This design comes from an exercise in tuning for small area, a short achievable clock period and few clock cycles on the open sky130 flow, not from production work. No functional check of the RTL was part of this run. No driver is modelled on the clock port, so clock power and skew are understated where the tree is cut down; a real chip needs a root buffer or a tree. Power is estimated from default activity; no workload was simulated.

--- flow/config.mk ---
export PLATFORM = sky130hd
export DESIGN_NAME = rv_top
export DESIGN_NICKNAME = rv_top
export VERILOG_FILES = /design/flow/design.v
export SDC_FILE = /design/flow/constraint.sdc
export NUM_CORES = 8
export LEC_CHECK = 0
export CAP_MARGIN = 20
export CORE_MARGIN = 2
export CORE_UTILIZATION = 40
export SETUP_SLACK_MARGIN = 0.5
export SLEW_MARGIN = 20
export SYNTH_HIERARCHICAL = 1
export SYNTH_MINIMUM_KEEP_SIZE = 0
--- flow/constraint.sdc ---
create_clock -name core_clock -period 12.0 [get_ports {clk_i}]
set_input_delay 2.4000 -clock core_clock [delete_from_list [all_inputs] [get_ports {clk_i}]]
set_output_delay 2.4000 -clock core_clock [all_outputs]
set_load 0.01 [all_outputs]
--- flow/design.v ---
package rv_pkg;
    typedef enum logic [3:0] {
        OP_AND = 4'h0,
        OP_OR  = 4'h1,
        OP_ADD = 4'h2,
        OP_SUB = 4'h6,
        OP_SLT = 4'h7,
        OP_NOR = 4'hC,
        OP_NOP = 4'hF
    } alu_operations_e;
endpackage
module cl_inv   (input a, output y);                 assign y = ~a;                    endmodule
module cl_nand2 (input a, b, output y);              assign y = ~(a & b);              endmodule
module cl_nor2  (input a, b, output y);              assign y = ~(a | b);              endmodule
module cl_xor2  (input a, b, output y);              assign y = a ^ b;                 endmodule
module cl_xnor2 (input a, b, output y);              assign y = ~(a ^ b);              endmodule
module cl_aoi21 (input a1, a2, b1, output y);        assign y = ~((a1 & a2) | b1);     endmodule
module cl_oai21 (input a1, a2, b1, output y);        assign y = ~((a1 | a2) & b1);     endmodule
module cl_mux2  (input a, b, s, output y);           assign y = s ? b : a;             endmodule
module rv_add32c (
    input  [31:0] a_i,
    input  [31:0] b_i,
    input         cin_i,
    output [31:0] s_o
);
    wire w1, w2, w3, w4, w5, w6, w7, w8, w9, w10, w11, w12, w13, w14, w15, w16, w17, w18, w19, w20, w21, w22, w23, w24, w25, w26, w27, w28, w29, w30, w31, w32, w33, w34, w35, w36, w37, w38, w39, w40, w41, w42, w43, w44, w45, w46, w47, w48, w49, w50, w51, w52, w53, w54, w55, w56, w57, w58, w59, w60, w61, w62, w63, w64, w65, w66, w67, w68, w69, w70, w71, w72, w73, w74, w75, w76, w77, w78, w79, w80, w81, w82, w83, w84, w85, w86, w87, w88, w89, w90, w91, w92, w93, w94, w95, w96, w97, w98, w99, w100, w101, w102, w103, w104, w105, w106, w107, w108, w109, w110, w111, w112, w113, w114, w115, w116, w117, w118, w119, w120, w121, w122, w123, w124, w125, w126, w127, w128, w129, w130, w131, w132, w133, w134, w135, w136, w137, w138, w139, w140, w141, w142, w143, w144, w145, w146, w147, w148, w149, w150, w151, w152, w153, w154, w155, w156, w157, w158, w159, w160, w161, w162, w163, w164, w165, w166, w167, w168, w169, w170, w171, w172, w173, w174, w175, w176, w177, w178, w179, w180, w181, w182, w183, w184, w185, w186, w187, w188, w189, w190, w191, w192, w193, w194, w195, w196, w197, w198, w199, w200, w201, w202, w203, w204, w205, w206, w207, w208, w209, w210, w211, w212, w213, w214, w215, w216, w217, w218, w219, w220, w221, w222, w223, w224, w225, w226, w227, w228, w229, w230, w231, w232, w233, w234, w235, w236, w237, w238, w239, w240, w241, w242, w243, w244, w245, w246, w247, w248, w249, w250, w251, w252, w253, w254, w255, w256, w257, w258, w259, w260, w261, w262, w263, w264, w265, w266, w267, w268, w269, w270, w271, w272, w273, w274, w275, w276, w277, w278, w279, w280, w281, w282, w283, w284, w285, w286;
    cl_inv u1 (.a(cin_i), .y(w1));
    cl_nand2 u2 (.a(a_i[0]), .b(b_i[0]), .y(w2));
    cl_nor2 u3 (.a(a_i[0]), .b(b_i[0]), .y(w3));
    cl_xor2 u4 (.a(a_i[0]), .b(b_i[0]), .y(w4));
    cl_nand2 u5 (.a(a_i[1]), .b(b_i[1]), .y(w5));
    cl_nor2 u6 (.a(a_i[1]), .b(b_i[1]), .y(w6));
    cl_xor2 u7 (.a(a_i[1]), .b(b_i[1]), .y(w7));
    cl_nand2 u8 (.a(a_i[2]), .b(b_i[2]), .y(w8));
    cl_nor2 u9 (.a(a_i[2]), .b(b_i[2]), .y(w9));
    cl_xor2 u10 (.a(a_i[2]), .b(b_i[2]), .y(w10));
    cl_nand2 u11 (.a(a_i[3]), .b(b_i[3]), .y(w11));
    cl_nor2 u12 (.a(a_i[3]), .b(b_i[3]), .y(w12));
    cl_xor2 u13 (.a(a_i[3]), .b(b_i[3]), .y(w13));
    cl_nand2 u14 (.a(a_i[4]), .b(b_i[4]), .y(w14));
    cl_nor2 u15 (.a(a_i[4]), .b(b_i[4]), .y(w15));
    cl_xor2 u16 (.a(a_i[4]), .b(b_i[4]), .y(w16));
    cl_nand2 u17 (.a(a_i[5]), .b(b_i[5]), .y(w17));
    cl_nor2 u18 (.a(a_i[5]), .b(b_i[5]), .y(w18));
    cl_xor2 u19 (.a(a_i[5]), .b(b_i[5]), .y(w19));
    cl_nand2 u20 (.a(a_i[6]), .b(b_i[6]), .y(w20));
    cl_nor2 u21 (.a(a_i[6]), .b(b_i[6]), .y(w21));
    cl_xor2 u22 (.a(a_i[6]), .b(b_i[6]), .y(w22));
    cl_nand2 u23 (.a(a_i[7]), .b(b_i[7]), .y(w23));
    cl_nor2 u24 (.a(a_i[7]), .b(b_i[7]), .y(w24));
    cl_xor2 u25 (.a(a_i[7]), .b(b_i[7]), .y(w25));
    cl_nand2 u26 (.a(a_i[8]), .b(b_i[8]), .y(w26));
    cl_nor2 u27 (.a(a_i[8]), .b(b_i[8]), .y(w27));
    cl_xor2 u28 (.a(a_i[8]), .b(b_i[8]), .y(w28));
    cl_nand2 u29 (.a(a_i[9]), .b(b_i[9]), .y(w29));
    cl_nor2 u30 (.a(a_i[9]), .b(b_i[9]), .y(w30));
    cl_xor2 u31 (.a(a_i[9]), .b(b_i[9]), .y(w31));
    cl_nand2 u32 (.a(a_i[10]), .b(b_i[10]), .y(w32));
    cl_nor2 u33 (.a(a_i[10]), .b(b_i[10]), .y(w33));
    cl_xor2 u34 (.a(a_i[10]), .b(b_i[10]), .y(w34));
    cl_nand2 u35 (.a(a_i[11]), .b(b_i[11]), .y(w35));
    cl_nor2 u36 (.a(a_i[11]), .b(b_i[11]), .y(w36));
    cl_xor2 u37 (.a(a_i[11]), .b(b_i[11]), .y(w37));
    cl_nand2 u38 (.a(a_i[12]), .b(b_i[12]), .y(w38));
    cl_nor2 u39 (.a(a_i[12]), .b(b_i[12]), .y(w39));
    cl_xor2 u40 (.a(a_i[12]), .b(b_i[12]), .y(w40));
    cl_nand2 u41 (.a(a_i[13]), .b(b_i[13]), .y(w41));
    cl_nor2 u42 (.a(a_i[13]), .b(b_i[13]), .y(w42));
    cl_xor2 u43 (.a(a_i[13]), .b(b_i[13]), .y(w43));
    cl_nand2 u44 (.a(a_i[14]), .b(b_i[14]), .y(w44));
    cl_nor2 u45 (.a(a_i[14]), .b(b_i[14]), .y(w45));
    cl_xor2 u46 (.a(a_i[14]), .b(b_i[14]), .y(w46));
    cl_nand2 u47 (.a(a_i[15]), .b(b_i[15]), .y(w47));
    cl_nor2 u48 (.a(a_i[15]), .b(b_i[15]), .y(w48));
    cl_xor2 u49 (.a(a_i[15]), .b(b_i[15]), .y(w49));
    cl_nand2 u50 (.a(a_i[16]), .b(b_i[16]), .y(w50));
    cl_nor2 u51 (.a(a_i[16]), .b(b_i[16]), .y(w51));
    cl_xor2 u52 (.a(a_i[16]), .b(b_i[16]), .y(w52));
    cl_nand2 u53 (.a(a_i[17]), .b(b_i[17]), .y(w53));
    cl_nor2 u54 (.a(a_i[17]), .b(b_i[17]), .y(w54));
    cl_xor2 u55 (.a(a_i[17]), .b(b_i[17]), .y(w55));
    cl_nand2 u56 (.a(a_i[18]), .b(b_i[18]), .y(w56));
    cl_nor2 u57 (.a(a_i[18]), .b(b_i[18]), .y(w57));
    cl_xor2 u58 (.a(a_i[18]), .b(b_i[18]), .y(w58));
    cl_nand2 u59 (.a(a_i[19]), .b(b_i[19]), .y(w59));
    cl_nor2 u60 (.a(a_i[19]), .b(b_i[19]), .y(w60));
    cl_xor2 u61 (.a(a_i[19]), .b(b_i[19]), .y(w61));
    cl_nand2 u62 (.a(a_i[20]), .b(b_i[20]), .y(w62));
    cl_nor2 u63 (.a(a_i[20]), .b(b_i[20]), .y(w63));
    cl_xor2 u64 (.a(a_i[20]), .b(b_i[20]), .y(w64));
    cl_nand2 u65 (.a(a_i[21]), .b(b_i[21]), .y(w65));
    cl_nor2 u66 (.a(a_i[21]), .b(b_i[21]), .y(w66));
    cl_xor2 u67 (.a(a_i[21]), .b(b_i[21]), .y(w67));
    cl_nand2 u68 (.a(a_i[22]), .b(b_i[22]), .y(w68));
    cl_nor2 u69 (.a(a_i[22]), .b(b_i[22]), .y(w69));
    cl_xor2 u70 (.a(a_i[22]), .b(b_i[22]), .y(w70));
    cl_nand2 u71 (.a(a_i[23]), .b(b_i[23]), .y(w71));
    cl_nor2 u72 (.a(a_i[23]), .b(b_i[23]), .y(w72));
    cl_xor2 u73 (.a(a_i[23]), .b(b_i[23]), .y(w73));
    cl_nand2 u74 (.a(a_i[24]), .b(b_i[24]), .y(w74));
    cl_nor2 u75 (.a(a_i[24]), .b(b_i[24]), .y(w75));
    cl_xor2 u76 (.a(a_i[24]), .b(b_i[24]), .y(w76));
    cl_nand2 u77 (.a(a_i[25]), .b(b_i[25]), .y(w77));
    cl_nor2 u78 (.a(a_i[25]), .b(b_i[25]), .y(w78));
    cl_xor2 u79 (.a(a_i[25]), .b(b_i[25]), .y(w79));
    cl_nand2 u80 (.a(a_i[26]), .b(b_i[26]), .y(w80));
    cl_nor2 u81 (.a(a_i[26]), .b(b_i[26]), .y(w81));
    cl_xor2 u82 (.a(a_i[26]), .b(b_i[26]), .y(w82));
    cl_nand2 u83 (.a(a_i[27]), .b(b_i[27]), .y(w83));
    cl_nor2 u84 (.a(a_i[27]), .b(b_i[27]), .y(w84));
    cl_xor2 u85 (.a(a_i[27]), .b(b_i[27]), .y(w85));
    cl_nand2 u86 (.a(a_i[28]), .b(b_i[28]), .y(w86));
    cl_nor2 u87 (.a(a_i[28]), .b(b_i[28]), .y(w87));
    cl_xor2 u88 (.a(a_i[28]), .b(b_i[28]), .y(w88));
    cl_nand2 u89 (.a(a_i[29]), .b(b_i[29]), .y(w89));
    cl_nor2 u90 (.a(a_i[29]), .b(b_i[29]), .y(w90));
    cl_xor2 u91 (.a(a_i[29]), .b(b_i[29]), .y(w91));
    cl_nand2 u92 (.a(a_i[30]), .b(b_i[30]), .y(w92));
    cl_nor2 u93 (.a(a_i[30]), .b(b_i[30]), .y(w93));
    cl_xor2 u94 (.a(a_i[30]), .b(b_i[30]), .y(w94));
    cl_nand2 u95 (.a(a_i[31]), .b(b_i[31]), .y(w95));
    cl_nor2 u96 (.a(a_i[31]), .b(b_i[31]), .y(w96));
    cl_xor2 u97 (.a(a_i[31]), .b(b_i[31]), .y(w97));
    cl_oai21 u98 (.a1(w3), .a2(w1), .b1(w2), .y(w98));
    cl_oai21 u99 (.a1(w9), .a2(w5), .b1(w8), .y(w99));
    cl_nor2 u100 (.a(w9), .b(w6), .y(w100));
    cl_oai21 u101 (.a1(w15), .a2(w11), .b1(w14), .y(w101));
    cl_nor2 u102 (.a(w15), .b(w12), .y(w102));
    cl_oai21 u103 (.a1(w21), .a2(w17), .b1(w20), .y(w103));
    cl_nor2 u104 (.a(w21), .b(w18), .y(w104));
    cl_oai21 u105 (.a1(w27), .a2(w23), .b1(w26), .y(w105));
    cl_nor2 u106 (.a(w27), .b(w24), .y(w106));
    cl_oai21 u107 (.a1(w33), .a2(w29), .b1(w32), .y(w107));
    cl_nor2 u108 (.a(w33), .b(w30), .y(w108));
    cl_oai21 u109 (.a1(w39), .a2(w35), .b1(w38), .y(w109));
    cl_nor2 u110 (.a(w39), .b(w36), .y(w110));
    cl_oai21 u111 (.a1(w45), .a2(w41), .b1(w44), .y(w111));
    cl_nor2 u112 (.a(w45), .b(w42), .y(w112));
    cl_oai21 u113 (.a1(w51), .a2(w47), .b1(w50), .y(w113));
    cl_nor2 u114 (.a(w51), .b(w48), .y(w114));
    cl_oai21 u115 (.a1(w57), .a2(w53), .b1(w56), .y(w115));
    cl_nor2 u116 (.a(w57), .b(w54), .y(w116));
    cl_oai21 u117 (.a1(w63), .a2(w59), .b1(w62), .y(w117));
    cl_nor2 u118 (.a(w63), .b(w60), .y(w118));
    cl_oai21 u119 (.a1(w69), .a2(w65), .b1(w68), .y(w119));
    cl_nor2 u120 (.a(w69), .b(w66), .y(w120));
    cl_oai21 u121 (.a1(w75), .a2(w71), .b1(w74), .y(w121));
    cl_nor2 u122 (.a(w75), .b(w72), .y(w122));
    cl_oai21 u123 (.a1(w81), .a2(w77), .b1(w80), .y(w123));
    cl_nor2 u124 (.a(w81), .b(w78), .y(w124));
    cl_oai21 u125 (.a1(w87), .a2(w83), .b1(w86), .y(w125));
    cl_nor2 u126 (.a(w87), .b(w84), .y(w126));
    cl_oai21 u127 (.a1(w93), .a2(w89), .b1(w92), .y(w127));
    cl_nor2 u128 (.a(w93), .b(w90), .y(w128));
    cl_inv u129 (.a(w98), .y(w129));
    cl_oai21 u130 (.a1(w6), .a2(w129), .b1(w5), .y(w130));
    cl_aoi21 u131 (.a1(w100), .a2(w98), .b1(w99), .y(w131));
    cl_inv u132 (.a(w101), .y(w132));
    cl_inv u133 (.a(w102), .y(w133));
    cl_oai21 u134 (.a1(w18), .a2(w132), .b1(w17), .y(w134));
    cl_nor2 u135 (.a(w18), .b(w133), .y(w135));
    cl_aoi21 u136 (.a1(w104), .a2(w101), .b1(w103), .y(w136));
    cl_nand2 u137 (.a(w104), .b(w102), .y(w137));
    cl_inv u138 (.a(w105), .y(w138));
    cl_inv u139 (.a(w106), .y(w139));
    cl_oai21 u140 (.a1(w30), .a2(w138), .b1(w29), .y(w140));
    cl_nor2 u141 (.a(w30), .b(w139), .y(w141));
    cl_aoi21 u142 (.a1(w108), .a2(w105), .b1(w107), .y(w142));
    cl_nand2 u143 (.a(w108), .b(w106), .y(w143));
    cl_inv u144 (.a(w109), .y(w144));
    cl_inv u145 (.a(w110), .y(w145));
    cl_oai21 u146 (.a1(w42), .a2(w144), .b1(w41), .y(w146));
    cl_nor2 u147 (.a(w42), .b(w145), .y(w147));
    cl_aoi21 u148 (.a1(w112), .a2(w109), .b1(w111), .y(w148));
    cl_nand2 u149 (.a(w112), .b(w110), .y(w149));
    cl_inv u150 (.a(w113), .y(w150));
    cl_inv u151 (.a(w114), .y(w151));
    cl_oai21 u152 (.a1(w54), .a2(w150), .b1(w53), .y(w152));
    cl_nor2 u153 (.a(w54), .b(w151), .y(w153));
    cl_aoi21 u154 (.a1(w116), .a2(w113), .b1(w115), .y(w154));
    cl_nand2 u155 (.a(w116), .b(w114), .y(w155));
    cl_inv u156 (.a(w117), .y(w156));
    cl_inv u157 (.a(w118), .y(w157));
    cl_oai21 u158 (.a1(w66), .a2(w156), .b1(w65), .y(w158));
    cl_nor2 u159 (.a(w66), .b(w157), .y(w159));
    cl_aoi21 u160 (.a1(w120), .a2(w117), .b1(w119), .y(w160));
    cl_nand2 u161 (.a(w120), .b(w118), .y(w161));
    cl_inv u162 (.a(w121), .y(w162));
    cl_inv u163 (.a(w122), .y(w163));
    cl_oai21 u164 (.a1(w78), .a2(w162), .b1(w77), .y(w164));
    cl_nor2 u165 (.a(w78), .b(w163), .y(w165));
    cl_aoi21 u166 (.a1(w124), .a2(w121), .b1(w123), .y(w166));
    cl_nand2 u167 (.a(w124), .b(w122), .y(w167));
    cl_inv u168 (.a(w125), .y(w168));
    cl_inv u169 (.a(w126), .y(w169));
    cl_oai21 u170 (.a1(w90), .a2(w168), .b1(w89), .y(w170));
    cl_nor2 u171 (.a(w90), .b(w169), .y(w171));
    cl_aoi21 u172 (.a1(w128), .a2(w125), .b1(w127), .y(w172));
    cl_nand2 u173 (.a(w128), .b(w126), .y(w173));
    cl_oai21 u174 (.a1(w12), .a2(w131), .b1(w11), .y(w174));
    cl_inv u175 (.a(w131), .y(w175));
    cl_aoi21 u176 (.a1(w102), .a2(w175), .b1(w101), .y(w176));
    cl_aoi21 u177 (.a1(w135), .a2(w175), .b1(w134), .y(w177));
    cl_oai21 u178 (.a1(w137), .a2(w131), .b1(w136), .y(w178));
    cl_oai21 u179 (.a1(w36), .a2(w142), .b1(w35), .y(w179));
    cl_nor2 u180 (.a(w36), .b(w143), .y(w180));
    cl_inv u181 (.a(w142), .y(w181));
    cl_inv u182 (.a(w143), .y(w182));
    cl_aoi21 u183 (.a1(w110), .a2(w181), .b1(w109), .y(w183));
    cl_nand2 u184 (.a(w110), .b(w182), .y(w184));
    cl_aoi21 u185 (.a1(w147), .a2(w181), .b1(w146), .y(w185));
    cl_nand2 u186 (.a(w147), .b(w182), .y(w186));
    cl_oai21 u187 (.a1(w149), .a2(w142), .b1(w148), .y(w187));
    cl_nor2 u188 (.a(w149), .b(w143), .y(w188));
    cl_oai21 u189 (.a1(w60), .a2(w154), .b1(w59), .y(w189));
    cl_nor2 u190 (.a(w60), .b(w155), .y(w190));
    cl_inv u191 (.a(w154), .y(w191));
    cl_inv u192 (.a(w155), .y(w192));
    cl_aoi21 u193 (.a1(w118), .a2(w191), .b1(w117), .y(w193));
    cl_nand2 u194 (.a(w118), .b(w192), .y(w194));
    cl_aoi21 u195 (.a1(w159), .a2(w191), .b1(w158), .y(w195));
    cl_nand2 u196 (.a(w159), .b(w192), .y(w196));
    cl_oai21 u197 (.a1(w161), .a2(w154), .b1(w160), .y(w197));
    cl_nor2 u198 (.a(w161), .b(w155), .y(w198));
    cl_oai21 u199 (.a1(w84), .a2(w166), .b1(w83), .y(w199));
    cl_nor2 u200 (.a(w84), .b(w167), .y(w200));
    cl_inv u201 (.a(w166), .y(w201));
    cl_inv u202 (.a(w167), .y(w202));
    cl_aoi21 u203 (.a1(w126), .a2(w201), .b1(w125), .y(w203));
    cl_nand2 u204 (.a(w126), .b(w202), .y(w204));
    cl_aoi21 u205 (.a1(w171), .a2(w201), .b1(w170), .y(w205));
    cl_nand2 u206 (.a(w171), .b(w202), .y(w206));
    cl_oai21 u207 (.a1(w173), .a2(w166), .b1(w172), .y(w207));
    cl_nor2 u208 (.a(w173), .b(w167), .y(w208));
    cl_inv u209 (.a(w178), .y(w209));
    cl_oai21 u210 (.a1(w24), .a2(w209), .b1(w23), .y(w210));
    cl_aoi21 u211 (.a1(w106), .a2(w178), .b1(w105), .y(w211));
    cl_aoi21 u212 (.a1(w141), .a2(w178), .b1(w140), .y(w212));
    cl_oai21 u213 (.a1(w143), .a2(w209), .b1(w142), .y(w213));
    cl_aoi21 u214 (.a1(w180), .a2(w178), .b1(w179), .y(w214));
    cl_oai21 u215 (.a1(w184), .a2(w209), .b1(w183), .y(w215));
    cl_oai21 u216 (.a1(w186), .a2(w209), .b1(w185), .y(w216));
    cl_aoi21 u217 (.a1(w188), .a2(w178), .b1(w187), .y(w217));
    cl_inv u218 (.a(w197), .y(w218));
    cl_inv u219 (.a(w198), .y(w219));
    cl_oai21 u220 (.a1(w72), .a2(w218), .b1(w71), .y(w220));
    cl_nor2 u221 (.a(w72), .b(w219), .y(w221));
    cl_aoi21 u222 (.a1(w122), .a2(w197), .b1(w121), .y(w222));
    cl_nand2 u223 (.a(w122), .b(w198), .y(w223));
    cl_aoi21 u224 (.a1(w165), .a2(w197), .b1(w164), .y(w224));
    cl_nand2 u225 (.a(w165), .b(w198), .y(w225));
    cl_oai21 u226 (.a1(w167), .a2(w218), .b1(w166), .y(w226));
    cl_nor2 u227 (.a(w167), .b(w219), .y(w227));
    cl_aoi21 u228 (.a1(w200), .a2(w197), .b1(w199), .y(w228));
    cl_nand2 u229 (.a(w200), .b(w198), .y(w229));
    cl_oai21 u230 (.a1(w204), .a2(w218), .b1(w203), .y(w230));
    cl_nor2 u231 (.a(w204), .b(w219), .y(w231));
    cl_oai21 u232 (.a1(w206), .a2(w218), .b1(w205), .y(w232));
    cl_nor2 u233 (.a(w206), .b(w219), .y(w233));
    cl_aoi21 u234 (.a1(w208), .a2(w197), .b1(w207), .y(w234));
    cl_nand2 u235 (.a(w208), .b(w198), .y(w235));
    cl_oai21 u236 (.a1(w48), .a2(w217), .b1(w47), .y(w236));
    cl_inv u237 (.a(w217), .y(w237));
    cl_aoi21 u238 (.a1(w114), .a2(w237), .b1(w113), .y(w238));
    cl_aoi21 u239 (.a1(w153), .a2(w237), .b1(w152), .y(w239));
    cl_oai21 u240 (.a1(w155), .a2(w217), .b1(w154), .y(w240));
    cl_aoi21 u241 (.a1(w190), .a2(w237), .b1(w189), .y(w241));
    cl_oai21 u242 (.a1(w194), .a2(w217), .b1(w193), .y(w242));
    cl_oai21 u243 (.a1(w196), .a2(w217), .b1(w195), .y(w243));
    cl_aoi21 u244 (.a1(w198), .a2(w237), .b1(w197), .y(w244));
    cl_aoi21 u245 (.a1(w221), .a2(w237), .b1(w220), .y(w245));
    cl_oai21 u246 (.a1(w223), .a2(w217), .b1(w222), .y(w246));
    cl_oai21 u247 (.a1(w225), .a2(w217), .b1(w224), .y(w247));
    cl_aoi21 u248 (.a1(w227), .a2(w237), .b1(w226), .y(w248));
    cl_oai21 u249 (.a1(w229), .a2(w217), .b1(w228), .y(w249));
    cl_aoi21 u250 (.a1(w231), .a2(w237), .b1(w230), .y(w250));
    cl_aoi21 u251 (.a1(w233), .a2(w237), .b1(w232), .y(w251));
    cl_oai21 u252 (.a1(w235), .a2(w217), .b1(w234), .y(w252));
    cl_inv u253 (.a(w252), .y(w253));
    cl_oai21 u254 (.a1(w96), .a2(w253), .b1(w95), .y(w254));
    cl_xnor2 u255 (.a(w4), .b(w1), .y(w255));
    cl_xor2 u256 (.a(w7), .b(w98), .y(w256));
    cl_xor2 u257 (.a(w10), .b(w130), .y(w257));
    cl_xnor2 u258 (.a(w13), .b(w131), .y(w258));
    cl_xor2 u259 (.a(w16), .b(w174), .y(w259));
    cl_xnor2 u260 (.a(w19), .b(w176), .y(w260));
    cl_xnor2 u261 (.a(w22), .b(w177), .y(w261));
    cl_xor2 u262 (.a(w25), .b(w178), .y(w262));
    cl_xor2 u263 (.a(w28), .b(w210), .y(w263));
    cl_xnor2 u264 (.a(w31), .b(w211), .y(w264));
    cl_xnor2 u265 (.a(w34), .b(w212), .y(w265));
    cl_xor2 u266 (.a(w37), .b(w213), .y(w266));
    cl_xnor2 u267 (.a(w40), .b(w214), .y(w267));
    cl_xor2 u268 (.a(w43), .b(w215), .y(w268));
    cl_xor2 u269 (.a(w46), .b(w216), .y(w269));
    cl_xnor2 u270 (.a(w49), .b(w217), .y(w270));
    cl_xor2 u271 (.a(w52), .b(w236), .y(w271));
    cl_xnor2 u272 (.a(w55), .b(w238), .y(w272));
    cl_xnor2 u273 (.a(w58), .b(w239), .y(w273));
    cl_xor2 u274 (.a(w61), .b(w240), .y(w274));
    cl_xnor2 u275 (.a(w64), .b(w241), .y(w275));
    cl_xor2 u276 (.a(w67), .b(w242), .y(w276));
    cl_xor2 u277 (.a(w70), .b(w243), .y(w277));
    cl_xnor2 u278 (.a(w73), .b(w244), .y(w278));
    cl_xnor2 u279 (.a(w76), .b(w245), .y(w279));
    cl_xor2 u280 (.a(w79), .b(w246), .y(w280));
    cl_xor2 u281 (.a(w82), .b(w247), .y(w281));
    cl_xnor2 u282 (.a(w85), .b(w248), .y(w282));
    cl_xor2 u283 (.a(w88), .b(w249), .y(w283));
    cl_xnor2 u284 (.a(w91), .b(w250), .y(w284));
    cl_xnor2 u285 (.a(w94), .b(w251), .y(w285));
    cl_xor2 u286 (.a(w97), .b(w252), .y(w286));
    assign s_o[0] = w255;
    assign s_o[1] = w256;
    assign s_o[2] = w257;
    assign s_o[3] = w258;
    assign s_o[4] = w259;
    assign s_o[5] = w260;
    assign s_o[6] = w261;
    assign s_o[7] = w262;
    assign s_o[8] = w263;
    assign s_o[9] = w264;
    assign s_o[10] = w265;
    assign s_o[11] = w266;
    assign s_o[12] = w267;
    assign s_o[13] = w268;
    assign s_o[14] = w269;
    assign s_o[15] = w270;
    assign s_o[16] = w271;
    assign s_o[17] = w272;
    assign s_o[18] = w273;
    assign s_o[19] = w274;
    assign s_o[20] = w275;
    assign s_o[21] = w276;
    assign s_o[22] = w277;
    assign s_o[23] = w278;
    assign s_o[24] = w279;
    assign s_o[25] = w280;
    assign s_o[26] = w281;
    assign s_o[27] = w282;
    assign s_o[28] = w283;
    assign s_o[29] = w284;
    assign s_o[30] = w285;
    assign s_o[31] = w286;
endmodule
module rv_add11 (
    input  [10:0] a_i,
    input  [10:0] b_i,
    output [10:0] s_o
);
    wire w1, w2, w3, w4, w5, w6, w7, w8, w9, w10, w11, w12, w13, w14, w15, w16, w17, w18, w19, w20, w21, w22, w23, w24, w25, w26, w27, w28, w29, w30, w31, w32, w33, w34, w35, w36, w37, w38, w39, w40, w41, w42, w43, w44, w45, w46, w47, w48, w49, w50, w51, w52, w53, w54, w55, w56, w57, w58, w59, w60, w61, w62, w63, w64, w65, w66, w67, w68, w69, w70, w71, w72, w73;
    cl_nand2 u1 (.a(a_i[0]), .b(b_i[0]), .y(w1));
    cl_xor2 u2 (.a(a_i[0]), .b(b_i[0]), .y(w2));
    cl_nand2 u3 (.a(a_i[1]), .b(b_i[1]), .y(w3));
    cl_nor2 u4 (.a(a_i[1]), .b(b_i[1]), .y(w4));
    cl_xor2 u5 (.a(a_i[1]), .b(b_i[1]), .y(w5));
    cl_nand2 u6 (.a(a_i[2]), .b(b_i[2]), .y(w6));
    cl_nor2 u7 (.a(a_i[2]), .b(b_i[2]), .y(w7));
    cl_xor2 u8 (.a(a_i[2]), .b(b_i[2]), .y(w8));
    cl_nand2 u9 (.a(a_i[3]), .b(b_i[3]), .y(w9));
    cl_nor2 u10 (.a(a_i[3]), .b(b_i[3]), .y(w10));
    cl_xor2 u11 (.a(a_i[3]), .b(b_i[3]), .y(w11));
    cl_nand2 u12 (.a(a_i[4]), .b(b_i[4]), .y(w12));
    cl_nor2 u13 (.a(a_i[4]), .b(b_i[4]), .y(w13));
    cl_xor2 u14 (.a(a_i[4]), .b(b_i[4]), .y(w14));
    cl_nand2 u15 (.a(a_i[5]), .b(b_i[5]), .y(w15));
    cl_nor2 u16 (.a(a_i[5]), .b(b_i[5]), .y(w16));
    cl_xor2 u17 (.a(a_i[5]), .b(b_i[5]), .y(w17));
    cl_nand2 u18 (.a(a_i[6]), .b(b_i[6]), .y(w18));
    cl_nor2 u19 (.a(a_i[6]), .b(b_i[6]), .y(w19));
    cl_xor2 u20 (.a(a_i[6]), .b(b_i[6]), .y(w20));
    cl_nand2 u21 (.a(a_i[7]), .b(b_i[7]), .y(w21));
    cl_nor2 u22 (.a(a_i[7]), .b(b_i[7]), .y(w22));
    cl_xor2 u23 (.a(a_i[7]), .b(b_i[7]), .y(w23));
    cl_nand2 u24 (.a(a_i[8]), .b(b_i[8]), .y(w24));
    cl_nor2 u25 (.a(a_i[8]), .b(b_i[8]), .y(w25));
    cl_xor2 u26 (.a(a_i[8]), .b(b_i[8]), .y(w26));
    cl_nand2 u27 (.a(a_i[9]), .b(b_i[9]), .y(w27));
    cl_nor2 u28 (.a(a_i[9]), .b(b_i[9]), .y(w28));
    cl_xor2 u29 (.a(a_i[9]), .b(b_i[9]), .y(w29));
    cl_nand2 u30 (.a(a_i[10]), .b(b_i[10]), .y(w30));
    cl_nor2 u31 (.a(a_i[10]), .b(b_i[10]), .y(w31));
    cl_xor2 u32 (.a(a_i[10]), .b(b_i[10]), .y(w32));
    cl_oai21 u33 (.a1(w4), .a2(w1), .b1(w3), .y(w33));
    cl_oai21 u34 (.a1(w10), .a2(w6), .b1(w9), .y(w34));
    cl_nor2 u35 (.a(w10), .b(w7), .y(w35));
    cl_oai21 u36 (.a1(w16), .a2(w12), .b1(w15), .y(w36));
    cl_nor2 u37 (.a(w16), .b(w13), .y(w37));
    cl_oai21 u38 (.a1(w22), .a2(w18), .b1(w21), .y(w38));
    cl_nor2 u39 (.a(w22), .b(w19), .y(w39));
    cl_oai21 u40 (.a1(w28), .a2(w24), .b1(w27), .y(w40));
    cl_nor2 u41 (.a(w28), .b(w25), .y(w41));
    cl_inv u42 (.a(w33), .y(w42));
    cl_oai21 u43 (.a1(w7), .a2(w42), .b1(w6), .y(w43));
    cl_aoi21 u44 (.a1(w35), .a2(w33), .b1(w34), .y(w44));
    cl_inv u45 (.a(w36), .y(w45));
    cl_inv u46 (.a(w37), .y(w46));
    cl_oai21 u47 (.a1(w19), .a2(w45), .b1(w18), .y(w47));
    cl_nor2 u48 (.a(w19), .b(w46), .y(w48));
    cl_aoi21 u49 (.a1(w39), .a2(w36), .b1(w38), .y(w49));
    cl_nand2 u50 (.a(w39), .b(w37), .y(w50));
    cl_inv u51 (.a(w40), .y(w51));
    cl_inv u52 (.a(w41), .y(w52));
    cl_oai21 u53 (.a1(w31), .a2(w51), .b1(w30), .y(w53));
    cl_nor2 u54 (.a(w31), .b(w52), .y(w54));
    cl_oai21 u55 (.a1(w13), .a2(w44), .b1(w12), .y(w55));
    cl_inv u56 (.a(w44), .y(w56));
    cl_aoi21 u57 (.a1(w37), .a2(w56), .b1(w36), .y(w57));
    cl_aoi21 u58 (.a1(w48), .a2(w56), .b1(w47), .y(w58));
    cl_oai21 u59 (.a1(w50), .a2(w44), .b1(w49), .y(w59));
    cl_inv u60 (.a(w59), .y(w60));
    cl_oai21 u61 (.a1(w25), .a2(w60), .b1(w24), .y(w61));
    cl_aoi21 u62 (.a1(w41), .a2(w59), .b1(w40), .y(w62));
    cl_aoi21 u63 (.a1(w54), .a2(w59), .b1(w53), .y(w63));
    cl_xnor2 u64 (.a(w5), .b(w1), .y(w64));
    cl_xor2 u65 (.a(w8), .b(w33), .y(w65));
    cl_xor2 u66 (.a(w11), .b(w43), .y(w66));
    cl_xnor2 u67 (.a(w14), .b(w44), .y(w67));
    cl_xor2 u68 (.a(w17), .b(w55), .y(w68));
    cl_xnor2 u69 (.a(w20), .b(w57), .y(w69));
    cl_xnor2 u70 (.a(w23), .b(w58), .y(w70));
    cl_xor2 u71 (.a(w26), .b(w59), .y(w71));
    cl_xor2 u72 (.a(w29), .b(w61), .y(w72));
    cl_xnor2 u73 (.a(w32), .b(w62), .y(w73));
    assign s_o[0] = w2;
    assign s_o[1] = w64;
    assign s_o[2] = w65;
    assign s_o[3] = w66;
    assign s_o[4] = w67;
    assign s_o[5] = w68;
    assign s_o[6] = w69;
    assign s_o[7] = w70;
    assign s_o[8] = w71;
    assign s_o[9] = w72;
    assign s_o[10] = w73;
endmodule
module rf_aoi3 (
    input  a0, b0, a1, b1, a2, b2,
    output y
);
    assign y = ~((a0 & b0) | (a1 & b1) | (a2 & b2));
endmodule
module rf_bit (
    input  [31:1] q,
    input  [31:1] sel,
    output        o
);
    logic [10:0] n;
    for (genvar g = 0; g < 10; g++) begin : g_aoi
        rf_aoi3 u_aoi (
            .a0 ( q[3*g+1] ), .b0 ( sel[3*g+1] ),
            .a1 ( q[3*g+2] ), .b1 ( sel[3*g+2] ),
            .a2 ( q[3*g+3] ), .b2 ( sel[3*g+3] ),
            .y  ( n[g]     )
        );
    end
    assign n[10] = ~(q[31] & sel[31]);
    assign o = ~&n;
endmodule
module regfile (
    input               clk_i,
    input        [ 4:0] rs_addr_a_i,
    output logic [31:0] rs_data_a_o,
    input        [ 4:0] rs_addr_b_i,
    output logic [31:0] rs_data_b_o,
    input        [ 4:0] rd_addr_i,
    input        [31:0] rd_data_i,
    input               rd_we_i
);
    logic [31:0] reg_array [31:1];
    for (genvar i = 1; i < 32; i++) begin : g_reg
        always_ff @(posedge clk_i) begin
            if (rd_we_i && (rd_addr_i == 5'(i))) begin
                reg_array[i] <= rd_data_i;
            end
        end
    end
    logic [31:1] sel_a, sel_b;
    always_comb begin
        for (int i = 1; i < 32; i++) begin
            sel_a[i] = (rs_addr_a_i == 5'(i));
            sel_b[i] = (rs_addr_b_i == 5'(i));
        end
    end
    for (genvar b = 0; b < 32; b++) begin : g_bit
        logic [31:1] col;
        for (genvar i = 1; i < 32; i++) begin : g_col
            assign col[i] = reg_array[i][b];
        end
        rf_bit u_rd_a (.q(col), .sel(sel_a), .o(rs_data_a_o[b]));
        rf_bit u_rd_b (.q(col), .sel(sel_b), .o(rs_data_b_o[b]));
    end
endmodule
module rv_top (
    input               clk_i,
    input               rst_ni,
    output logic [31:0] addr_o,
    input        [31:0] instr_i,
    input        [31:0] data_i,
    output logic        data_we_o,
    output logic [31:0] data_o,
    output logic [31:0] data_addr_o
);
    logic [11:1] pc_f;           
    logic        v_d;            
    logic [31:0] ir_d;           
    logic [11:1] pc_d;           
    logic        v_e;
    logic        wr_e, ld_e, st_e, br_e;
    logic        add_e, sub_e, and_e, or_e, lui_e;
    logic        fa_e, fb_e, fs_e;   
    logic [ 4:0] rd_e;
    logic [31:0] a_e, b_e, s_e;
    logic [11:1] tgt_e;
    logic        wr_m, ld_m, st_m;
    logic [ 4:0] rd_m;
    logic [31:0] res_m, s_m;
    logic        stall_d;        
    logic        redir_e;        
    assign addr_o = {20'b0, pc_f, 1'b0};
    logic        jmp_f;
    logic [11:1] tgt_f;
    assign jmp_f = instr_i[6] & (instr_i[19:15] == instr_i[24:20]);
    rv_add11 u_tgt_f (
        .a_i ( pc_f ),
        .b_i ( {instr_i[7], instr_i[30:25], instr_i[11:8]} ),
        .s_o ( tgt_f )
    );
    logic        btb_v;
    logic [11:1] btb_pc, btb_tgt;
    logic [11:1] seq_f;
    logic        hit_f;
    logic        jmp_d;
    logic [11:1] tgt_d;
    assign seq_f = pc_f + 11'd2;
    assign hit_f = btb_v & (seq_f == btb_pc);
    always_ff @(posedge clk_i) begin
        if (!rst_ni) begin
            btb_v <= 1'b0;
        end else if (v_d && jmp_d) begin
            btb_v <= 1'b1;
        end
    end
    always_ff @(posedge clk_i) begin
        if (v_d && jmp_d) begin
            btb_pc  <= pc_d;
            btb_tgt <= tgt_d;
        end
    end
    logic [11:1] early_f;
    logic        late_f;
    always_comb begin
        if (!rst_ni)       early_f = '0;
        else if (redir_e)  early_f = tgt_e;
        else if (stall_d)  early_f = pc_d;
        else if (hit_f)    early_f = btb_tgt;
        else               early_f = seq_f;
    end
    assign late_f = rst_ni & ~redir_e & ~stall_d;
    logic        take_f;
    logic [11:1] next_f;
    assign take_f = late_f & jmp_f;
    for (genvar i = 1; i < 12; i++) begin : g_next_f
        cl_mux2 u_mux (.a(early_f[i]), .b(tgt_f[i]), .s(take_f), .y(next_f[i]));
    end
    always_ff @(posedge clk_i) begin
        pc_f <= next_f;
    end
    always_ff @(posedge clk_i) begin
        if (!rst_ni) begin
            v_d <= 1'b0;
        end else begin
            v_d <= ~redir_e & ~stall_d;
        end
    end
    always_ff @(posedge clk_i) begin
        ir_d <= instr_i;
        pc_d <= pc_f;
    end
    logic [6:0] op_d;
    logic [4:0] rs1_d, rs2_d, rd_d;
    logic [2:0] f3_d;
    assign op_d  = ir_d[6:0];
    assign rd_d  = ir_d[11:7];
    assign f3_d  = ir_d[14:12];
    assign rs1_d = ir_d[19:15];
    assign rs2_d = ir_d[24:20];
    logic is_br_d, is_lui_d, is_alu_d, is_r_d, is_ld_d, is_st_d;
    assign is_br_d  = op_d[6];
    assign is_lui_d = op_d[2];
    assign is_alu_d = op_d[4];                        
    assign is_r_d   = op_d[5] & op_d[4] & ~op_d[2];
    assign is_ld_d  = ~op_d[6] & ~op_d[5] & ~op_d[4];
    assign is_st_d  = ~op_d[6] &  op_d[5] & ~op_d[4];
    logic wr_d, use1_d, use2_d;
    assign wr_d   = (is_alu_d | is_ld_d) & (rd_d != 5'd0);
    assign use1_d = ~is_lui_d;
    assign use2_d = op_d[5] & ~op_d[2];                
    logic        wb_en;
    logic [31:0] wb_data;
    logic [31:0] rf_a, rf_b;
    assign wb_en   = wr_m;
    assign wb_data = ld_m ? data_i : res_m;
    regfile u_regfile (
        .clk_i       ( clk_i   ),
        .rs_addr_a_i ( rs1_d   ),
        .rs_data_a_o ( rf_a    ),
        .rs_addr_b_i ( rs2_d   ),
        .rs_data_b_o ( rf_b    ),
        .rd_addr_i   ( rd_m    ),
        .rd_data_i   ( wb_data ),
        .rd_we_i     ( wb_en   )
    );
    logic [31:0] a_d, b_d;
    assign a_d = (wb_en && rd_m == rs1_d) ? wb_data : rf_a;
    assign b_d = (wb_en && rd_m == rs2_d) ? wb_data : rf_b;
    logic [31:0] imm_d;
    always_comb begin
        if (is_lui_d)      imm_d = {ir_d[31:12], 12'b0};
        else if (is_st_d)  imm_d = {{20{ir_d[31]}}, ir_d[31:25], ir_d[11:7]};
        else               imm_d = {{20{ir_d[31]}}, ir_d[31:20]};
    end
    assign jmp_d = is_br_d & (rs1_d == rs2_d);
    assign tgt_d = pc_d + {ir_d[7], ir_d[30:25], ir_d[11:8]};
    logic hit1_e, hit2_e;
    assign hit1_e  = v_e & wr_e & (rd_e == rs1_d);
    assign hit2_e  = v_e & wr_e & (rd_e == rs2_d);
    assign stall_d = v_d & ~jmp_d & ld_e & ((use1_d & hit1_e) | (use2_d & hit2_e));
    logic b30_d, zero3_d;
    assign b30_d   = ir_d[30];
    assign zero3_d = (f3_d == 3'b000);
    always_ff @(posedge clk_i) begin
        if (!rst_ni) begin
            v_e <= 1'b0;
        end else begin
            v_e <= v_d & ~stall_d & ~redir_e;
        end
    end
    always_ff @(posedge clk_i) begin
        wr_e  <= wr_d;
        ld_e  <= is_ld_d;
        st_e  <= is_st_d;
        br_e  <= is_br_d & ~jmp_d;
        lui_e <= is_lui_d;
        add_e <= is_ld_d | is_st_d | (is_alu_d & ~is_lui_d & zero3_d);
        sub_e <= is_r_d & zero3_d & b30_d;
        and_e <= is_alu_d & ~is_lui_d & (f3_d == 3'b111) & ~b30_d;
        or_e  <= is_alu_d & ~is_lui_d & (f3_d == 3'b110) & ~b30_d;
        fa_e  <= hit1_e;
        fb_e  <= hit2_e & (is_r_d | is_br_d);
        fs_e  <= hit2_e;
        rd_e  <= rd_d;
        a_e   <= a_d;
        b_e   <= (is_r_d | is_br_d) ? b_d : imm_d;
        s_e   <= b_d;
        tgt_e <= tgt_d;
    end
    logic [31:0] a_x, b_x, s_x, sum_e, res_e;
    assign a_x = fa_e ? res_m : a_e;
    assign b_x = fb_e ? res_m : b_e;
    assign s_x = fs_e ? res_m : s_e;
    rv_add32c u_add (
        .a_i   ( a_x ),
        .b_i   ( b_x ^ {32{sub_e}} ),
        .cin_i ( sub_e ),
        .s_o   ( sum_e )
    );
    always_comb begin
        res_e = 32'b0;
        if (add_e)      res_e = sum_e;
        else if (and_e) res_e = a_x & b_x;
        else if (or_e)  res_e = a_x | b_x;
        else if (lui_e) res_e = b_e;
    end
    assign redir_e = v_e & br_e & (a_x == b_x);
    always_ff @(posedge clk_i) begin
        if (!rst_ni) begin
            wr_m <= 1'b0;
            st_m <= 1'b0;
        end else begin
            wr_m <= v_e & wr_e;
            st_m <= v_e & st_e;
        end
    end
    always_ff @(posedge clk_i) begin
        ld_m  <= ld_e;
        rd_m  <= rd_e;
        res_m <= res_e;
        s_m   <= s_x;
    end
    assign data_we_o   = st_m;
    assign data_addr_o = res_m;
    assign data_o      = s_m;
endmodule
--- flow/flow/run.sh ---
#!/bin/bash
# Layout flow: the standard flow (standard.sh: ORFS synthesis through
# final layout, unchanged constraints), with these settings changed:
#  - repair_timing is asked for a larger setup margin, so it keeps improving
#    paths beyond the 12 ns clock (the SDC and the clock are unchanged);
#  - clock tree synthesis clusters up to 25 flip-flops per leaf buffer and
#    inserts no dummy loads, which makes a smaller tree;
#  - flow/cts_hook.tcl removes the tree's root buffer, so the clock port
#    drives the four first-level buffers directly.
# Each tool's output goes to the ORFS logs under orfs/logs/; the make output
# goes to standard.log in this folder.
set -e
bash standard.sh \
  SETUP_SLACK_MARGIN=8.7 \
  "CTS_ARGS=-sink_clustering_enable -repair_clock_nets -dont_use_dummy_load -buf_list sky130_fd_sc_hd__clkbuf_16 -sink_clustering_size 25 -sink_clustering_max_diameter 100" \
  PRE_CTS_TCL=$PWD/flow/cts_hook.tcl \
  finish > standard.log 2>&1
--- flow/flow/cts_hook.tcl ---
rename clock_tree_synthesis orig_clock_tree_synthesis
proc clock_tree_synthesis { args } {
  orig_clock_tree_synthesis {*}$args
  set block [ord::get_db_block]
  set port [$block findBTerm clk_i]
  if { $port == "NULL" } { puts "cts_hook: no clk_i port"; return }
  set pnet [$port getNet]
  set pins [$pnet getITerms]
  if { [llength $pins] != 1 } {
    puts "cts_hook: clk_i drives [llength $pins] pins, tree left as built"
    return
  }
  set root [[lindex $pins 0] getInst]
  set onet ""
  foreach it [$root getITerms] {
    if { [$it isOutputSignal] } { set onet [$it getNet] }
  }
  if { $onet == "" || $onet == "NULL" } { puts "cts_hook: root has no output net"; return }
  set loads {}
  foreach it [$onet getITerms] {
    if { [$it getInst] != $root } { lappend loads $it }
  }
  if { [llength $loads] > 4 || [llength $loads] == 0 || [llength [$onet getBTerms]] > 0 } {
    puts "cts_hook: root [$root getName] drives [llength $loads] pins, tree left as built"
    return
  }
  foreach it $loads {
    puts "cts_hook: [[$it getInst] getName] now driven by clk_i"
    $it disconnect
    $it connect $pnet
  }
  puts "cts_hook: removed root buffer [$root getName] ([[$root getMaster] getName])"
  odb::dbInst_destroy $root
  odb::dbNet_destroy $onet
}
--- flow/standard.sh ---
#!/bin/bash
# synth_recipe.tcl (not shown) runs the flow's synth.tcl, then flattens the netlist and writes it again
# the make line also repeats each setting of config.mk as NAME=value (left out here)
make -C /OpenROAD-flow-scripts/flow DESIGN_CONFIG=/design/flow/config.mk WORK_HOME=/design/flow/orfs CLKGATE_MAP_FILE= SYNTH_SCRIPT=/design/flow/synth_recipe.tcl "${@:-finish}"
==> notes.md <==
## layer usage
layer  part of all wire, %  vias to the layer above  GRT usage [%]
met5                 0.023                        -              0
met4                   5.2                        8           13.5
met3                    15                      549           9.16
met2                    43                     3229           43.0
met1                    36                    20400           37.5
li1                      -                    16700              -
## repair_timing
action,4_1_cts,5_1_grt
resized for setup,716,136
pin swaps,20,24
setup buffers,127,36
hold buffers,0,0
setup endpoints to repair,1188,398
cloned,34,10
## sequential cells by signal (all words and copies together), names as in the netlist, 5 cells and up
name                 cells
a_e                     32
b_e                     32
btb_pc                  11
btb_tgt                 11
ir_d                    29
pc_d                    11
pc_f                    11
rd_e                     5
rd_m                     5
res_m                   32
s_e                     32
s_m                     32
tgt_e                   11
u_regfile.reg_array    992
## through the flow
stage	total power [mW]	worst slack, ns
floorplan	6.08	8.29
global placement	6.61	7.19
detailed placement	6.63	7.17
CTS	9.05	8.30
global route	9.44	8.41
finish	9.20	8.44
## per-module statistics from Yosys (local to each module, per instance), a selection
| module | cells | times used | flip-flops and latches |
|---|---|---|---|
| cl_aoi21 | 1 | 37 | 0 |
| cl_inv | 1 | 32 | 0 |
| cl_mux2 | 1 | 11 | 0 |
| cl_nand2 | 1 | 59 | 0 |
| cl_nor2 | 1 | 77 | 0 |
| cl_oai21 | 1 | 58 | 0 |
| cl_xor2 | 1 | 64 | 0 |
| regfile | 1130 | 1 | 992 |
| rf_aoi3 | 1 | 640 | 0 |
| rv_add32c | 32 | 1 | 0 |
| rv_top | 1370 | 1 | 272 |
## cell families after synthesis
kind of cell / share of synthesized area [%]
buffers and inverters: 2.62
xor gates and xnor gates: 2.77
adders and majority gates: 1.79
and+or+nand+nor: 6.61
AOI/OAI and AO/OA: 16.6
DFF: 65.6
muxes: 4.04
other: 0.00693
## cells in the final DEF (no fill, tap or decap), types with 26 or more instances in the layout
master and n:
o21ai_1 53, nand4_1 134, ha_1 75, a21oi_1 119, o21ai_0 42, inv_1 110, buf_6 86, clkinvlp_4 71
nand2_1 205, nor2_2 45, a222oi_1 640, xor2_1 90, a2111o_1 64, nor2_4 60, dfxtp_2 26, nor2_1 202
buf_4 215, mux2i_1 61, dfxtp_1 173, dfxtp_4 51, edfxtp_1 1014, buf_12 39, xnor2_1 78, clkbuf_16 60
mux2i_4 31, clkdlybuf4s50_1 27, a21oi_2 61, mux2_2 78
## final cells by class
cell class / count / area, sq um
Inverter: 143 / 661
Tap cell: 1768 / 2210
Timing Repair Buffer: 423 / 4190
Sequential cell: 1264 / 35700
Fill cell: 11700 / 70700
Clock buffer: 56 / 1400
Timing Repair inverter: 39 / 290
Multi-Input combinational cell: 2258 / 18700
## report_power, final
| part | internal [mW] | switching [mW] |
|---|---|---|
| clock network | 0.834 | 1.32 |
| registers | 5.07 | 0.0974 |
| logic | 0.690 | 1.20 |
## final timing paths
kind	start	end	slack [ns]	cells past startpoint
min reg2reg	ld_e$_DFF_P_	ld_m$_DFF_P_	0.35	0
max	instr_i[16]	pc_f[3]$_DFF_P_	8.44	7
max reg2reg	fb_e$_DFF_P_	pc_f[3]$_DFF_P_	8.55	12
min	ld_e$_DFF_P_	ld_m$_DFF_P_	0.35	0
==> notes.md <==
# TYPE chip_impl_metric gauge
chip_impl_info{name="cp-end-kind",value="flip-flop"} 1
chip_impl_metric{name="number_of_cells_after_detailed_placement",unit=""} 5688
chip_impl_metric{name="fin_crit_sh",unit="%"} 29.6
chip_impl_metric{name="synth_edf_count",unit=""} 1014
chip_impl_metric{name="detail_route.iter0.violations",unit=""} 9976
chip_impl_metric{name="required",unit="ns"} 12.33
chip_impl_metric{name="drc_errors",unit=""} 0
chip_impl_metric{name="gr-usage-all-layers",unit="%"} 28.6
chip_impl_info{name="crit_path_top_delay_cell",value="nor4_4"} 1
chip_impl_metric{name="syn_avg_cell_area",unit="sq um"} 14.2
chip_impl_metric{name="finish.net_count",unit=""} 4327
chip_impl_metric{name="cp_slowest_stage_delay",unit="ns"} 0.36
chip_impl_metric{name="yosys_warnings",unit=""} 9
chip_impl_metric{name="setup_tns",unit="ns"} 0
chip_impl_metric{name="final_layout_size_suffix_gt1_share",unit="%"} 22.6
chip_impl_metric{name="ys_async_rst_share",unit="%"} 0
chip_impl_metric{name="irDropWorstVdd",unit="uV"} 99.4
chip_impl_metric{name="clk-insertion-delay-late",unit="ns"} 0.51
chip_impl_info{name="critPathLaunchType",value="input pin"} 1
chip_impl_metric{name="setup_viol_count_final",unit=""} 0
chip_impl_info{name="netlist_top_cells_count",value="edfxtp_1, a222oi_1, nor2_1"} 1
chip_impl_metric{name="die-height",unit="um"} 372
chip_impl_metric{name="p_per_area",unit="mW/mm^2"} 146
chip_impl_metric{name="design.portCount",unit=""} 163
chip_impl_metric{name="first_global_vias",unit=""} 39000
chip_impl_metric{name="fin_worst_hold_slack",unit="ns"} 0.354
chip_impl_metric{name="tritoncts_num_sinks",unit=""} 1264
chip_impl_metric{name="synth.distinct_cells",unit=""} 70
chip_impl_metric{name="wirelength",unit="mm"} 208
chip_impl_metric{name="core.rowCount",unit=""} 134
chip_impl_metric{name="largest_net_degree_at_the_start_of_global_routing",unit=""} 65
chip_impl_metric{name="layoutNonFillerInstCount",unit=""} 5951
chip_impl_metric{name="critical_path_buf_inv_count",unit=""} 2
chip_impl_metric{name="hold_violation_total_from_the_final_report",unit=""} 0
chip_impl_metric{name="diodes_inserted",unit=""} 0
chip_impl_metric{name="post-dp-hpwl",unit="mm"} 116
chip_impl_metric{name="vias",unit=""} 40900
chip_impl_metric{name="worst_clock_skew",unit="ns"} 0.0922
chip_impl_metric{name="max_clock_freq",unit="MHz"} 281
chip_impl_metric{name="gpl.final_weighted_congestion",unit=""} 0.935
chip_impl_metric{name="synth-seq-cells",unit=""} 1264
chip_impl_metric{name="initial_utilization",unit="%"} 40.4
chip_impl_metric{name="route.antenna.remaining_nets",unit=""} 0
chip_impl_metric{name="syn_area",unit="sq mm"} 0.0541
chip_impl_info{name="worstHoldPathType",value="flip-flop to flip-flop"} 1
chip_impl_metric{name="synthDominantCellAreaShare",unit="%"} 56.3
chip_impl_info{name="unrepaired_setup_endpoints_after_global_routing",value="yes"} 1
chip_impl_metric{name="grt_antenna_before_repair",unit=""} 11
chip_impl_info{name="run_status",value="no timing/DRC/antenna violations"} 1
chip_impl_metric{name="area_delta_synth_final",unit="%"} 16.7
chip_impl_metric{name="dr.pass1.iters",unit=""} 14
chip_impl_metric{name="finalCoreUtilization",unit="%"} 47.2
chip_impl_info{name="synth.most_common_cell",value="edfxtp_1"} 1
chip_impl_metric{name="grt_overflow",unit=""} 0
chip_impl_info{name="crit_family",value="simple AND/OR/NAND/NOR gates"} 1
chip_impl_metric{name="synthesis.instances",unit=""} 3798
chip_impl_metric{name="avgViaCountPerCell",unit=""} 6.87
chip_impl_metric{name="grt_pass1_wl",unit="mm"} 282
chip_impl_metric{name="relative_slew_slack",unit="%"} 34.2
chip_impl_metric{name="max_cap_violations",unit=""} 0
chip_impl_metric{name="clk_pin_slew",unit="ns"} 0.10
chip_impl_metric{name="timing.final.crit_period",unit="ns"} 3.56
chip_impl_metric{name="crit_arrival",unit="ns"} 3.89
chip_impl_metric{name="drt-wirelength-per-cell",unit="um"} 34.9
chip_impl_metric{name="placed_cell_area",unit="sq mm"} 0.0583
chip_impl_metric{name="yosysSeqAreaShare",unit="%"} 65.6
chip_impl_metric{name="power_leakage",unit="nW"} 21.2
chip_impl_metric{name="die-area",unit="sq mm"} 0.138
chip_impl_metric{name="final_non_filler_cell_area",unit="sq mm"} 0.0631
chip_impl_metric{name="buffer_ports.inserted",unit=""} 138
chip_impl_info{name="synth_largest_area_cell",value="edfxtp_1"} 1
chip_impl_info{name="critical_path_cell_by_cell",value="buf_6 -> xor2_1 -> nor4_4 -> nand3_2 -> nor2_4 -> buf_12 -> mux2_4"} 1
chip_impl_info{name="postSynth.topFlopCell",value="edfxtp_1"} 1
chip_impl_info{name="worst-setup-path-type",value="input pin to flip-flop"} 1
chip_impl_metric{name="core_area",unit="sq mm"} 0.134
chip_impl_info{name="post_synth_main_area_contributors",value="edfxtp_1, a222oi_1, dfxtp_1"} 1
chip_impl_metric{name="cp_max_fo",unit=""} 6
chip_impl_metric{name="drv_slew",unit=""} 0
chip_impl_metric{name="timing_worst_slew_pin_value",unit="ns"} 0.987
chip_impl_metric{name="die_outline_width",unit="um"} 372

==> separate check: timing with driven ports <==
How much do the figures lean on ideal ports? The routed layout below was timed once more, with nothing changed but the port constraints. Step 1 sets driving cells, clkbuf_16 on the clock port and buf_2 on the other inputs (assumed; they add their load-dependent delay and slew). Step 2 also shifts input and output timing later by t, the mid clock arrival at the registers, as if the neighbouring blocks saw the same clock. Slacks: ideal ports / drivers / drivers and shift; pairs: ideal ports / drivers.
t, ns: 0.621
setup slack, ns: 8.445 / 8.435 / 7.950
pins driven straight from the clock port: 4
After both steps setup and hold are still met in this run. The setup slack of this run moves by -0.010 ns with the drivers and by -0.495 ns with both steps.
